This is an optimization exercise on Yosys and OpenROAD, whose aim is a short achievable clock period and few clock cycles, not a production implementation.
No run shown here included a check of the RTL's function; only the layout flow was run.

`flow/config.mk`:
```
export PLATFORM = sky130hd
export DESIGN_NAME = calc_didactic
export DESIGN_NICKNAME = calc_didactic
export VERILOG_FILES = /design/flow/design.v
export SDC_FILE = /design/flow/constraint.sdc
export NUM_CORES = 4
export LEC_CHECK = 0
export CAP_MARGIN = 20
export CORE_MARGIN = 2
export CORE_UTILIZATION = 40
export SLEW_MARGIN = 20
```
`flow/constraint.sdc`:
```
create_clock -name core_clock -period 10.0 [get_ports {clk}]
set_input_delay 2.0000 -clock core_clock [delete_from_list [all_inputs] [get_ports {clk}]]
set_output_delay 2.0000 -clock core_clock [all_outputs]
set_load 0.01 [all_outputs]
```
`flow/design.v`:
```
module alu(
    input             op1,
    input      [2:0]  op3,
    input             cf,
    input      [15:0] in1,
    input      [15:0] in2,
    output reg [15:0] out,
    output     [4:0]  flags      
);
reg        c, o;
reg [16:0] sum;
reg [15:0] x, y;
reg        ci, sub, arith;
always @(*) begin
    x = in1;
    y = in2;
    ci = 1'b0;
    sub = 1'b0;
    arith = 1'b0;
    if (op1) begin
        case (op3)
            3'd0: begin arith = 1; ci = 1'b1; end                                
            3'd1: begin arith = 1; sub = 1; y = ~in2; ci = 1'b0; end             
            3'd2: begin arith = 1; sub = 1; x = in2; y = ~in1; ci = 1'b1; end    
            3'd7: begin arith = 1; end                                          
            default: ;
        endcase
    end else begin
        case (op3)
            3'd0: begin arith = 1; end                                          
            3'd1: begin arith = 1; ci = cf; end                                 
            3'd2: begin arith = 1; sub = 1; y = ~in2; ci = 1'b1; end            
            3'd3: begin arith = 1; sub = 1; y = ~in2; ci = ~cf; end             
            3'd7: begin arith = 1; end
            default: ;
        endcase
    end
    sum = {1'b0, x} + {1'b0, y} + {16'b0, ci};
    out = sum[15:0];
    c = sum[16] ^ sub;
    o = (x[15] == y[15]) && (x[15] != sum[15]);
    if (!arith) begin
        c = 1'b0;
        o = 1'b0;
        if (op1) begin
            case (op3)
                3'd3: out = ~(in1 | in2);
                3'd4: begin out = {in1[14:0], 1'b0} | {in2[14:0], 1'b0}; c = in1[15] | in2[15]; o = out[15] != c; end
                3'd5: begin out = {1'b0, in1[15:1]} | {1'b0, in2[15:1]}; c = in1[0] | in2[0]; o = in1[15] | in2[15]; end
                default: begin out = {in1[15], in1[15:1]} | {in2[15], in2[15:1]}; c = in1[0] | in2[0]; end
            endcase
        end else begin
            case (op3)
                3'd4: out = in1 & in2;
                3'd5: out = in1 | in2;
                default: out = in1 ^ in2;
            endcase
        end
    end
end
assign flags = {~^out, out[15], out == 16'd0, o, c};
endmodule
module calc_didactic(
        clk,
        rst,
        mem_addr,
        mem_we,
        mem_wdata,
        mem_rdata
    );
input           clk;
input           rst;
output [9:0]    mem_addr;
output          mem_we;
output [15:0]   mem_wdata;
input  [15:0]   mem_rdata;
reg  [9:0]  addr_r;
reg         we_r;
reg  [15:0] wdata_r;
reg         fop;         
reg         arr;         
assign mem_addr  = addr_r;
assign mem_we    = we_r;
assign mem_wdata = wdata_r;
reg  [15:0] q0, q1, q2, q3;
reg  [2:0]  cnt;         
reg  [9:0]  hpc;         
reg  [9:0]  fa;          
reg  [15:0] R [0:7];     
reg  [15:0] F;           
localparam S_EX = 2'd0, S_RD1 = 2'd1, S_RD2 = 2'd2;
localparam K_MOVRM = 3'd0,   
           K_POPF  = 3'd1,   
           K_WR    = 3'd2,   
           K_ALU   = 3'd3;   
reg  [1:0]  st;
reg  [2:0]  kind;
reg  [2:0]  kreg;
reg  [9:0]  kaddr;
reg  [15:0] opa;
reg         k_op1;
reg  [2:0]  k_op3;
reg         k_save;
reg         k_dmem;
wire        c0 = q0[0], c1 = q0[1], c2 = q0[2], c3 = q0[3], c5 = q0[5], c6 = q0[6];
wire [2:0]  op3 = {q0[4], q0[5], q0[6]};
wire        d = q0[7];
wire        mod11 = q0[8] & q0[9];
wire        mod10 = q0[8] & ~q0[9];
wire [2:0]  rg = {q0[10], q0[11], q0[12]};
wire [2:0]  rm = {q0[13], q0[14], q0[15]};
wire [3:0]  cond = {q0[4], q0[5], q0[6], q0[7]};
wire [7:0]  off = {q0[8], q0[9], q0[10], q0[11], q0[12], q0[13], q0[14], q0[15]};
wire        is2   = c1;                          
wire        is1   = ~c1 & c3 & ~c0;              
wire        isj   = ~c1 & c3 & c0;               
wire        isf   = ~c1 & ~c3 & c0;              
wire        iss   = ~c1 & ~c3 & ~c0 & c5;        
wire        ismv  = ~c1 & ~c3 & ~c0 & ~c5;       
wire        isjmp = ismv & (op3 == 3'b101);
wire        hasdisp = mod10 & ~isj;
wire        hasimm  = c2 & (is2 | ismv);
wire [2:0]  len = 3'd1 + {2'b0, hasdisp} + {2'b0, hasimm};
wire        ready = (st == S_EX) && (cnt >= len);
wire [15:0] imm = mod10 ? q2 : q1;
wire [2:0]  ia = is1 ? rm : (mod11 ? (d ? rg : rm) : rg);
wire [2:0]  ib = d ? rm : rg;
wire [15:0] ra = R[ia];
wire [15:0] rb = R[ib];
wire [15:0] is_val = R[3];
wire [15:0] is_dec = is_val - 16'd1;
wire [15:0] is_inc = is_val + 16'd1;
wire [9:0]  ea_base = rm[2] ? R[rm][9:0] : R[{2'b11, rm[1]}][9:0] + R[{2'b10, rm[0]}][9:0];
wire [9:0]  ea = ea_base + (mod10 ? q1[9:0] : 10'd0);
reg         cbase;
always @(*) begin
    case (cond[2:0])
        3'd0: cbase = F[4] | F[2];
        3'd1: cbase = cond[3] ? F[0] : F[3];      
        3'd2: cbase = (F[1] ^ F[3]) | F[2];
        3'd3: cbase = F[1] ^ F[3];
        3'd4: cbase = F[2];
        3'd5: cbase = F[1];
        3'd6: cbase = F[3];
        default: cbase = F[4];
    endcase
end
wire        jtaken = cbase ^ cond[3];
wire [9:0]  jtarget = hpc + {{2{off[7]}}, off};
reg         alu_op1;
reg  [2:0]  alu_op3;
reg  [15:0] alu_in1, alu_in2;
wire [15:0] alu_res;
wire [4:0]  alu_flags;
alu alu(.op1(alu_op1), .op3(alu_op3), .cf(F[0]), .in1(alu_in1), .in2(alu_in2),
        .out(alu_res), .flags(alu_flags));
always @(*) begin
    if (st == S_EX) begin
        alu_op1 = is1;
        alu_op3 = op3;
        alu_in1 = ra;
        alu_in2 = is1 ? 16'd0 : (hasimm ? imm : rb);
    end else begin
        alu_op1 = k_op1;
        alu_op3 = k_op3;
        alu_in1 = k_dmem ? mem_rdata : opa;
        alu_in2 = k_dmem ? opa : mem_rdata;
    end
end
reg  [1:0]  st_n;
reg  [2:0]  kind_n;
reg  [2:0]  kreg_n;
reg  [9:0]  kaddr_n;
reg  [15:0] opa_n;
reg         k_op1_n, k_save_n, k_dmem_n;
reg  [2:0]  k_op3_n;
reg         e_req, e_we;
reg  [9:0]  e_addr;
reg  [15:0] e_wdata;
reg         rf_we;
reg  [2:0]  rf_idx;
reg  [15:0] rf_val;
reg         f_we;
reg  [15:0] f_val;
reg         flush;
reg  [9:0]  target;
always @(*) begin
    st_n = st;
    kind_n = kind;
    kreg_n = kreg;
    kaddr_n = kaddr;
    opa_n = opa;
    k_op1_n = k_op1;
    k_op3_n = k_op3;
    k_save_n = k_save;
    k_dmem_n = k_dmem;
    e_req = 1'b0;
    e_we = 1'b0;
    e_addr = ea;
    e_wdata = ra;
    rf_we = 1'b0;
    rf_idx = ia;
    rf_val = alu_res;
    f_we = 1'b0;
    f_val = {11'b0, alu_flags};
    flush = 1'b0;
    target = jtarget;
    case (st)
        S_EX: if (ready) begin
            if (isj) begin
                flush = jtaken;
            end else if (isjmp) begin
                flush = 1'b1;
                target = ra[9:0];
            end else if (isf) begin
                if (c6) begin                                    
                    rf_we = 1'b1; rf_idx = 3'd3; rf_val = is_inc;
                    e_req = 1'b1; e_addr = is_val[9:0];
                    kind_n = K_POPF; st_n = S_RD1;
                end else begin                                   
                    rf_we = 1'b1; rf_idx = 3'd3; rf_val = is_dec;
                    e_req = 1'b1; e_we = 1'b1; e_addr = is_dec[9:0]; e_wdata = F;
                end
            end else if (iss) begin
                if (c6) begin                                    
                    rf_we = 1'b1; rf_idx = 3'd3; rf_val = is_inc;
                    e_req = 1'b1; e_addr = is_val[9:0];
                    st_n = S_RD1;
                    if (mod11 | d) begin
                        kind_n = K_MOVRM; kreg_n = ia;
                    end else begin
                        kind_n = K_WR; kaddr_n = ea;
                    end
                end else begin                                   
                    rf_we = 1'b1; rf_idx = 3'd3; rf_val = is_dec;
                    if (mod11 | d) begin
                        e_req = 1'b1; e_we = 1'b1; e_addr = is_dec[9:0]; e_wdata = ra;
                    end else begin
                        e_req = 1'b1; e_addr = ea;
                        kind_n = K_WR; kaddr_n = is_dec[9:0]; st_n = S_RD1;
                    end
                end
            end else if (ismv) begin
                if (mod11) begin
                    rf_we = 1'b1; rf_val = hasimm ? imm : rb;
                end else if (hasimm) begin
                    e_req = 1'b1; e_we = 1'b1; e_wdata = imm;
                end else if (d) begin
                    e_req = 1'b1;
                    kind_n = K_MOVRM; kreg_n = ia; st_n = S_RD1;
                end else begin
                    e_req = 1'b1; e_we = 1'b1; e_wdata = ra;
                end
            end else if (is2 | is1) begin
                if (mod11) begin
                    f_we = 1'b1;
                    rf_we = is1 | c3;
                end else begin
                    e_req = 1'b1;
                    kind_n = K_ALU; st_n = S_RD1;
                    kreg_n = ia; kaddr_n = ea;
                    k_op1_n = is1; k_op3_n = op3;
                    k_save_n = is1 | c3;
                    k_dmem_n = is1 | ~d | hasimm;
                    opa_n = is1 ? 16'd0 : (hasimm ? imm : ra);
                end
            end
        end
        S_RD1: st_n = S_RD2;
        default: begin                                           
            st_n = S_EX;
            case (kind)
                K_MOVRM: begin
                    rf_we = 1'b1; rf_idx = kreg; rf_val = mem_rdata;
                end
                K_POPF: begin
                    f_we = 1'b1; f_val = mem_rdata;
                end
                K_WR: begin
                    e_req = 1'b1; e_we = 1'b1; e_addr = kaddr; e_wdata = mem_rdata;
                end
                default: begin                                   
                    f_we = 1'b1;
                    if (k_save) begin
                        if (k_dmem) begin
                            e_req = 1'b1; e_we = 1'b1; e_addr = kaddr; e_wdata = alu_res;
                        end else begin
                            rf_we = 1'b1; rf_idx = kreg;
                        end
                    end
                end
            endcase
        end
    endcase
end
wire [2:0]  k = ready ? len : 3'd0;
reg  [15:0] s0, s1, s2, s3;
reg  [15:0] n0, n1, n2, n3;
reg  [2:0]  cnt_n;
wire [2:0]  cnt_k = cnt - k;
wire        arr_n = fop & ~flush;
wire        space = ({1'b0, cnt_n} + {3'b0, arr_n}) < 4'd4;
always @(*) begin
    case (k)
        3'd0: begin s0 = q0; s1 = q1; s2 = q2; s3 = q3; end
        3'd1: begin s0 = q1; s1 = q2; s2 = q3; s3 = q3; end
        3'd2: begin s0 = q2; s1 = q3; s2 = q3; s3 = q3; end
        default: begin s0 = q3; s1 = q3; s2 = q3; s3 = q3; end
    endcase
    n0 = s0; n1 = s1; n2 = s2; n3 = s3;
    if (arr) begin
        case (cnt_k[1:0])
            2'd0: n0 = mem_rdata;
            2'd1: n1 = mem_rdata;
            2'd2: n2 = mem_rdata;
            default: n3 = mem_rdata;
        endcase
    end
    cnt_n = flush ? 3'd0 : cnt_k + {2'b0, arr};
end
always @(posedge clk) begin
    q0 <= n0;
    q1 <= n1;
    q2 <= n2;
    q3 <= n3;
    if (rf_we)
        R[rf_idx] <= rf_val;
    if (st != S_EX) begin
        kind <= kind;
    end
    kind <= kind_n;
    kreg <= kreg_n;
    kaddr <= kaddr_n;
    opa <= opa_n;
    k_op1 <= k_op1_n;
    k_op3 <= k_op3_n;
    k_save <= k_save_n;
    k_dmem <= k_dmem_n;
    if (rst) begin
        cnt <= 3'd0;
        hpc <= 10'd0;
        fa <= 10'd1;
        addr_r <= 10'd0;
        we_r <= 1'b0;
        fop <= 1'b1;
        arr <= 1'b0;
        st <= S_EX;
        F <= 16'd0;
    end else begin
        cnt <= cnt_n;
        hpc <= flush ? target : hpc + {7'b0, k};
        arr <= arr_n;
        st <= st_n;
        if (f_we)
            F <= f_val;
        if (e_req) begin
            addr_r <= e_addr;
            we_r <= e_we;
            wdata_r <= e_wdata;
            fop <= 1'b0;
        end else if (flush) begin
            addr_r <= target;
            we_r <= 1'b0;
            fop <= 1'b1;
            fa <= target + 10'd1;
        end else if (space) begin
            addr_r <= fa;
            we_r <= 1'b0;
            fop <= 1'b1;
            fa <= fa + 10'd1;
        end else begin
            we_r <= 1'b0;
            fop <= 1'b0;
        end
    end
end
endmodule
```
`flow/run.sh`:
```
#!/bin/bash
# synth_recipe.tcl (not shown) runs the flow's synth.tcl, then flattens the netlist and writes it again
# the make line also repeats each setting of config.mk as NAME=value (left out here)
make -C /OpenROAD-flow-scripts/flow DESIGN_CONFIG=/design/flow/config.mk WORK_HOME=/design/flow/orfs CLKGATE_MAP_FILE= SYNTH_SCRIPT=/design/flow/synth_recipe.tcl finish
```
==> results of run 1 <==
## final cells by class
cell class              instances  area, µm²
clock buffers                  48        987
clock inverters                18        131
fillers                      5458      31100
inverters                      88        330
repair buffers                124       1060
diodes                          1       2.50
well taps                     756        946
multi-input cells            2001      13700
flip-flops and latches        299       7960
## metal layers
layer,global-route usage,wire [µm],up-vias
met3,0.0553,9640,270
met1,0.418,37600,10400
met4,0.155,5340,0
met5,0,0,-
li1,-,-,9618
met2,0.474,40300,1355
## how the worst max path moves through the flow
stage           from  endpoint  slack [ns]  depth (start not counted)
5_1_grt        q0[3]      F[4]        1.47                         27
3_5_place_dp   q0[3]      F[4]        2.20                         27
3_3_place_gp   q0[8]      F[4]        2.39                         25
2_1_floorplan  q0[5]     fa[4]        3.94                         27
6_report       q0[3]      F[4]        1.97                         26
4_1_cts        q0[3]      F[4]        2.20                         27
## through the flow
stage                     cells  cell area, µm²  hold WS, ns
after floorplan            2582           22700        0.406
after global placement     3267           24000        0.432
after detailed placement   3267           24000        0.429
after CTS                  3333           25100        0.438
after global routing       3334           25100        0.472
final                      3335           25100        0.434
## worst max-delay path, cell delays in order, from the launching register on
cell,delay [ns]
dfxtp_1,0.62
or3b_4,0.67
inv_2,0.68
nor3_2,0.18
nor2_2,0.46
inv_2,0.34
a2111oi_0,0.61
or3_1,0.55
a21oi_1,0.27
inv_1,0.15
a21oi_1,0.07
o21ai_0,0.19
ha_1,0.31
a21oi_1,0.25
o21ai_0,0.22
a31oi_1,0.33
o21bai_1,0.10
a21oi_1,0.20
xnor2_1,0.08
a21oi_1,0.42
ha_1,0.34
xnor2_1,0.20
xnor2_1,0.17
xnor2_1,0.16
nand2_1,0.07
o211ai_1,0.09
a21oi_1,0.08
## cell usage in the layout, fill, tap and decap left out, types with 57 or more instances in the layout
cell type    n
nand2_1    308
a21oi_1    208
edfxtp_1   197
nor2_1     196
o21ai_0    177
dfxtp_1    100
ha_1        99
mux2i_1     92
inv_1       81
buf_4       79
a211oi_1    70
nand3_1     57
## flip-flops by register name, summed over array words and instances, names as in the netlist, 2 cells and up
signal and count:
st 2, q1 16, R 128, cnt 3
hpc 10, k_op3 3, addr_r 10, wdata_r 16
fa 10, q0 16, F 16, opa 16
kaddr 10, q2 16, q3 16, kreg 3
kind 2
## kinds of logic (layout without fill, tap and decap cells)
| group | Yosys count | in the layout | share of synthesized area |
|---|---|---|---|
| buf+inv | 282 | 278 | 0.0476 |
| flops | 299 | 299 | 0.351 |
| other cells | 0 | 1 | 0 |
| compound gates | 837 | 837 | 0.244 |
| simple gates | 804 | 804 | 0.164 |
| xor+xnor | 82 | 82 | 0.0317 |
| mux | 172 | 172 | 0.101 |
| fa+ha+maj | 106 | 106 | 0.0608 |
==> results.ini, run 1 <==
[yosys]
yosysTopAreaCell=edfxtp_1
yosys-top-cells-count=nand2_1, a21oi_1, nor2_1
netlist_top_cells_area=edfxtp_1, dfxtp_1, ha_1
avgSynthCellArea_um2=8.78
synth_top_cell_area_share=0.261
ys_types=90
yosysSeqAreaShare=0.351
ys.flop_type=edfxtp_1
synth_seq_cells=299
async_flop_share=0
ys_warn_count=2
yosysMostFrequentCell=nand2_1
synth_nets=2706
synth-edff-count=197
synthCells=2582
synth_area_mm2=0.0227

[timing]
slew_violations=0
worst_pin_slew_ns=1.11
tns_ns=0
clock_skew_ns=0.0263
worst_slack_ns=1.97
min_period_ns=8.03
rsz0062_at_grt=no
fin_crit_sh=0.803
setup_viol=0
finalHoldViolCount=0
max_slew_margin=0.255
fmax_ghz=0.124

[clock_network]
path_clk_slew_ns=0.07
ctsRootBufferMaster=clkbuf_16
tritoncts.num_buffers=36
max-clock-path-buffers=3
cts_resized=0
clock_latency_ns=0.58
cts_setup_buffers=0
clock-sinks=299
cts_tree=built
cts.htree.levels=2
hold_buffers=0

[worst_setup_path]
path_max_fanout=32
crit_required_ns=10.43
crit_path_end_kind=register
cp-start-kind=register
crit-reg2reg-launch=q0[3]
critPathKind=reg2reg
crit_arrival_ns=8.46
rr_endpoint=F[4]
r2r_cells=26
regToRegSetupSlack_ns=1.97

[layout]
drive_gt1_frac=0.105
postLayoutCoreUtil=0.447
nets=2674
syn2layout_area_growth_pct=10.8

[hold_path]
hold_depth=2
min_to=addr_r[0]
hp-class=reg2reg
min_from=addr_r[0]

[status]
status=no timing/DRC/antenna violations

[global_routing]
grt_max_degree=51
overflow=0
grt_pass1_vias=20500
antenna_found_initial=3
gr-usage-all-layers=0.309
grt_pass1_wl_um=137000

[flow_run]
cap_violations=0

[place]
post-place-ws_ns=2.20
dp_hpwl_um=68000
place_congestion=0.988
io_buffers=44

[die]
placementRows=87
initial_core_util=0.404
dieArea_mm2=0.0586
ios=45
die_height_um=242
chipWidth_um=242
core_mm2=0.0562

[drt]
via_count=21700
drt-vias-per-instance=6.50
dr.pass1.iters=9
dr.first_iter.drc_count=3279
detail-route-antenna-nets=0
wirelength_um=92900
wl_per_cell_um=27.9
drc=0

==> inputs of run 2 (changes only) <==
--- a/flow/config.mk
+++ b/flow/config.mk
@@ -5,7 +5,9 @@
 export SDC_FILE = /design/flow/constraint.sdc
 export NUM_CORES = 4
 export LEC_CHECK = 0
+export ABC_CLOCK_PERIOD_IN_PS = 3000
 export CAP_MARGIN = 20
 export CORE_MARGIN = 2
 export CORE_UTILIZATION = 40
+export SETUP_SLACK_MARGIN = 5
 export SLEW_MARGIN = 20
==> run 2 against run 1 <==
Effect of this change:
- die area unchanged
- highest routed layer is now met5
- maximum frequency up 40%
- synthesized area did not move
- cell area increased by 13%
- via count rose by 6.3%
- routed wire length up 4.5%
- flip-flop and latch count stayed put
- critical endpoint unchanged
- still clean
- synthesized cell count did not move
==> results.ini, run 2 <==
[clock_network]
path_clk_slew_ns=0.07  ; about the same
clock-sinks=299  ; unchanged
tritoncts.num_buffers=36  ; unchanged
ctsRootBufferMaster=clkbuf_16  ; unchanged
clock_latency_ns=0.58  ; about the same
max-clock-path-buffers=3  ; unchanged
cts.htree.levels=2  ; unchanged
cts_tree=built  ; unchanged

[worst_setup_path]
crit_buf_inv=4  ; was 3
critPathKind=reg2reg  ; unchanged
crit_required_ns=10.42  ; was 10.43 ns
crit_arrival_ns=6.17  ; was 8.46 ns
cp-start-kind=register  ; unchanged
path_max_fanout=7  ; was 32
slowest_delay_ns=0.52  ; was 0.68 ns
crit_path_end_kind=register  ; unchanged
critPathSlowestCell=or3b_4  ; was inv_2
crit_family=compound AO/OA/AOI/OAI gates  ; unchanged

[layout]
syn2layout_area_growth_pct=25.0  ; was 10.8%
largest_reg_flops=128  ; unchanged
mostFrequentLayoutCells=nand2_1, buf_4, edfxtp_1  ; was nand2_1, a21oi_1, edfxtp_1
nets=2843  ; was 2674
drive_gt1_frac=0.236  ; was 0.105
regArea_mm2=0.00798  ; was 0.00796 mm²
nFillCells=5161  ; was 5458
postLayoutCoreUtil=0.504  ; was 0.447
design_area_mm2=0.0283  ; was 0.0251 mm²
regMostFlops=R  ; unchanged
final_common_cell=nand2_1  ; unchanged
multi_input_area_mm2=0.0151  ; was 0.0137 mm²

[die]
die_height_um=242  ; unchanged
dieArea_mm2=0.0586  ; unchanged
placementRows=87  ; unchanged
ios=45  ; unchanged
core_mm2=0.0562  ; unchanged
initial_core_util=0.404  ; unchanged
chipWidth_um=242  ; unchanged

[drt]
detail-route-antenna-nets=0  ; unchanged
dr.first_iter.drc_count=3104  ; was 3279
dr.pass1.iters=7  ; was 9
drc=0  ; unchanged
wirelength_um=97100  ; was 92900 µm
wl_per_cell_um=27.7  ; was 27.9 µm
via_count=23000  ; was 21700
drt-vias-per-instance=6.57  ; was 6.50

[place]
dp_hpwl_um=66100  ; was 68000 µm
io_buffers=44  ; unchanged
place_congestion=0.970  ; was 0.988
placed_area_mm2=0.0241  ; was 0.0240 mm²

[yosys]
netlist_top_cells_area=edfxtp_1, dfxtp_1, ha_1  ; unchanged
yosys-top-cells-count=nand2_1, a21oi_1, nor2_1  ; unchanged
yosysSeqAreaShare=0.351  ; unchanged
yosysMostFrequentCell=nand2_1  ; unchanged
yosysTopAreaCell=edfxtp_1  ; unchanged
synth_area_mm2=0.0227  ; unchanged
synth_top_cell_area_share=0.261  ; unchanged
ys_types=90  ; unchanged
synthCells=2582  ; unchanged
synth-edff-count=197  ; unchanged
synth_nets=2706  ; unchanged
synth_seq_cells=299  ; unchanged
ys.flop_type=edfxtp_1  ; unchanged
ys_warn_count=2  ; unchanged
async_flop_share=0  ; unchanged
avgSynthCellArea_um2=8.78  ; unchanged

[timing]
fmax_ghz=0.174  ; was 0.124 GHz
tns_ns=0  ; unchanged
worst_pin_slew_ns=1.12  ; was 1.11 ns
fin_crit_sh=0.576  ; was 0.803
finalHoldViolCount=0  ; unchanged
clock_skew_ns=0.0294  ; was 0.0263 ns
setup_viol=0  ; unchanged
hold-worst-slack_ns=0.450  ; was 0.434 ns
slew_violations=0  ; unchanged
min_period_ns=5.76  ; was 8.03 ns
max_slew_margin=0.231  ; was 0.255
rsz0062_at_grt=yes  ; was no

[global_routing]
overflow=0  ; unchanged
antenna_found_initial=4  ; was 3
grt_pass1_vias=21100  ; was 20500
gr-usage-all-layers=0.313  ; was 0.309
grt_pass1_wl_um=140000  ; was 137000 µm
grt_max_degree=55  ; was 51

[status]
status=no timing/DRC/antenna violations  ; unchanged

[flow_run]
cap_violations=0  ; unchanged

[hold_path]
hp-class=reg2reg  ; unchanged

## run 2: cell counts after synthesis
No cell type changed its count.
## run 2: logic make-up (layout without fill, tap and decap cells)
| group | after synthesis | count (layout) | synth area share |
|---|---|---|---|
| muxes | 172 | 172 | 0.101 |
| AOI/OAI and AO/OA | 837 | 837 | 0.244 |
| xor gates and xnor gates | 82 | 82 | 0.0317 |
| and+or+nand+nor | 804 | 805 | 0.164 |
| buffers and inverters | 282 | 445 | 0.0476 |
| other | 0 | 2 | 0 |
| adders and majority gates | 106 | 106 | 0.0608 |
| DFF | 299 | 299 | 0.351 |
## run 2: cell type report
cell class	count	share of cell area
clock inverters	20	0.00742
diodes	2	0.000177
well taps	756	0.0334
multi-input cells	2002	0.531
repair inverters	2	0.000574
inverters	88	0.0149
clock buffers	45	0.0355
repair buffers	290	0.0950
flip-flops and latches	299	0.282
## run 2: what timing repair did
item | in CTS | in global routing
cloned | 4 | 3
setup endpoints to repair | 414 | 224
hold buffers | 0 | 0
gates resized for setup | 259 | 111
pin swaps | 78 | 72
setup buffers | 121 | 46
## run 2: final timing paths
check,startpoint,endpoint,slack (ns),cells past startpoint
hold / removal,addr_r[0],addr_r[0],0.45,2
setup / recovery,q0[1],F[4],4.24,28
hold reg to reg,addr_r[0],addr_r[0],0.45,2
setup reg to reg,q0[1],F[4],4.24,28
## run 2: tightest hold or removal path: stages (launching register included)
cell,delay [ns]
dfxtp_1,0.31
nand2_1,0.05
nand2_1,0.04
## run 2: through the flow
step                worst slack, ns  std cells
global placement               2.82       3261
detailed placement             2.66       3261
global route                   4.08       3502
floorplan                      4.33       2582
CTS                            4.38       3451
finish                         4.24       3504
## run 2: layer usage
metal,GRT usage,vias up,wire length [µm]
met3,0.0583,324,11100
met4,0.165,2,6290
met2,0.472,1562,41200
met1,0.427,11200,38400
met5,0,-,11
li1,-,9966,-

## re-timing with driven ports
How much do the figures lean on ideal ports? The routed layouts below were timed once more, with nothing changed but the port constraints.
Step 1, drivers: a clkbuf_16 drives clk and a buf_2 each remaining input, both assumed.
Step 2 times the ports against the registers' clock, not the clock port: input delays grow and output delays shrink by t, the midpoint of the rising clock arrivals with the driver on.
a / b / c = ideal / step 1 / step 2; a / b = the first two.
| run | t, ns | setup slack, ns | worst setup path at the end | worst data-port slew with drivers (ns) | cell pins on the clock port's net |
|---|---|---|---|---|---|
| run 1 | 0.625 | 1.968 / 1.968 / 1.968 | register to register | 0.03 | 1 |
| run 2 | 0.621 | 4.243 / 4.243 / 3.667 | input to register | 0.03 | 1 |
After both steps setup and hold are still met in every run listed. The setup slack of run 2, which loses most, moves by 0.000 ns with the drivers and by -0.576 ns with both steps.
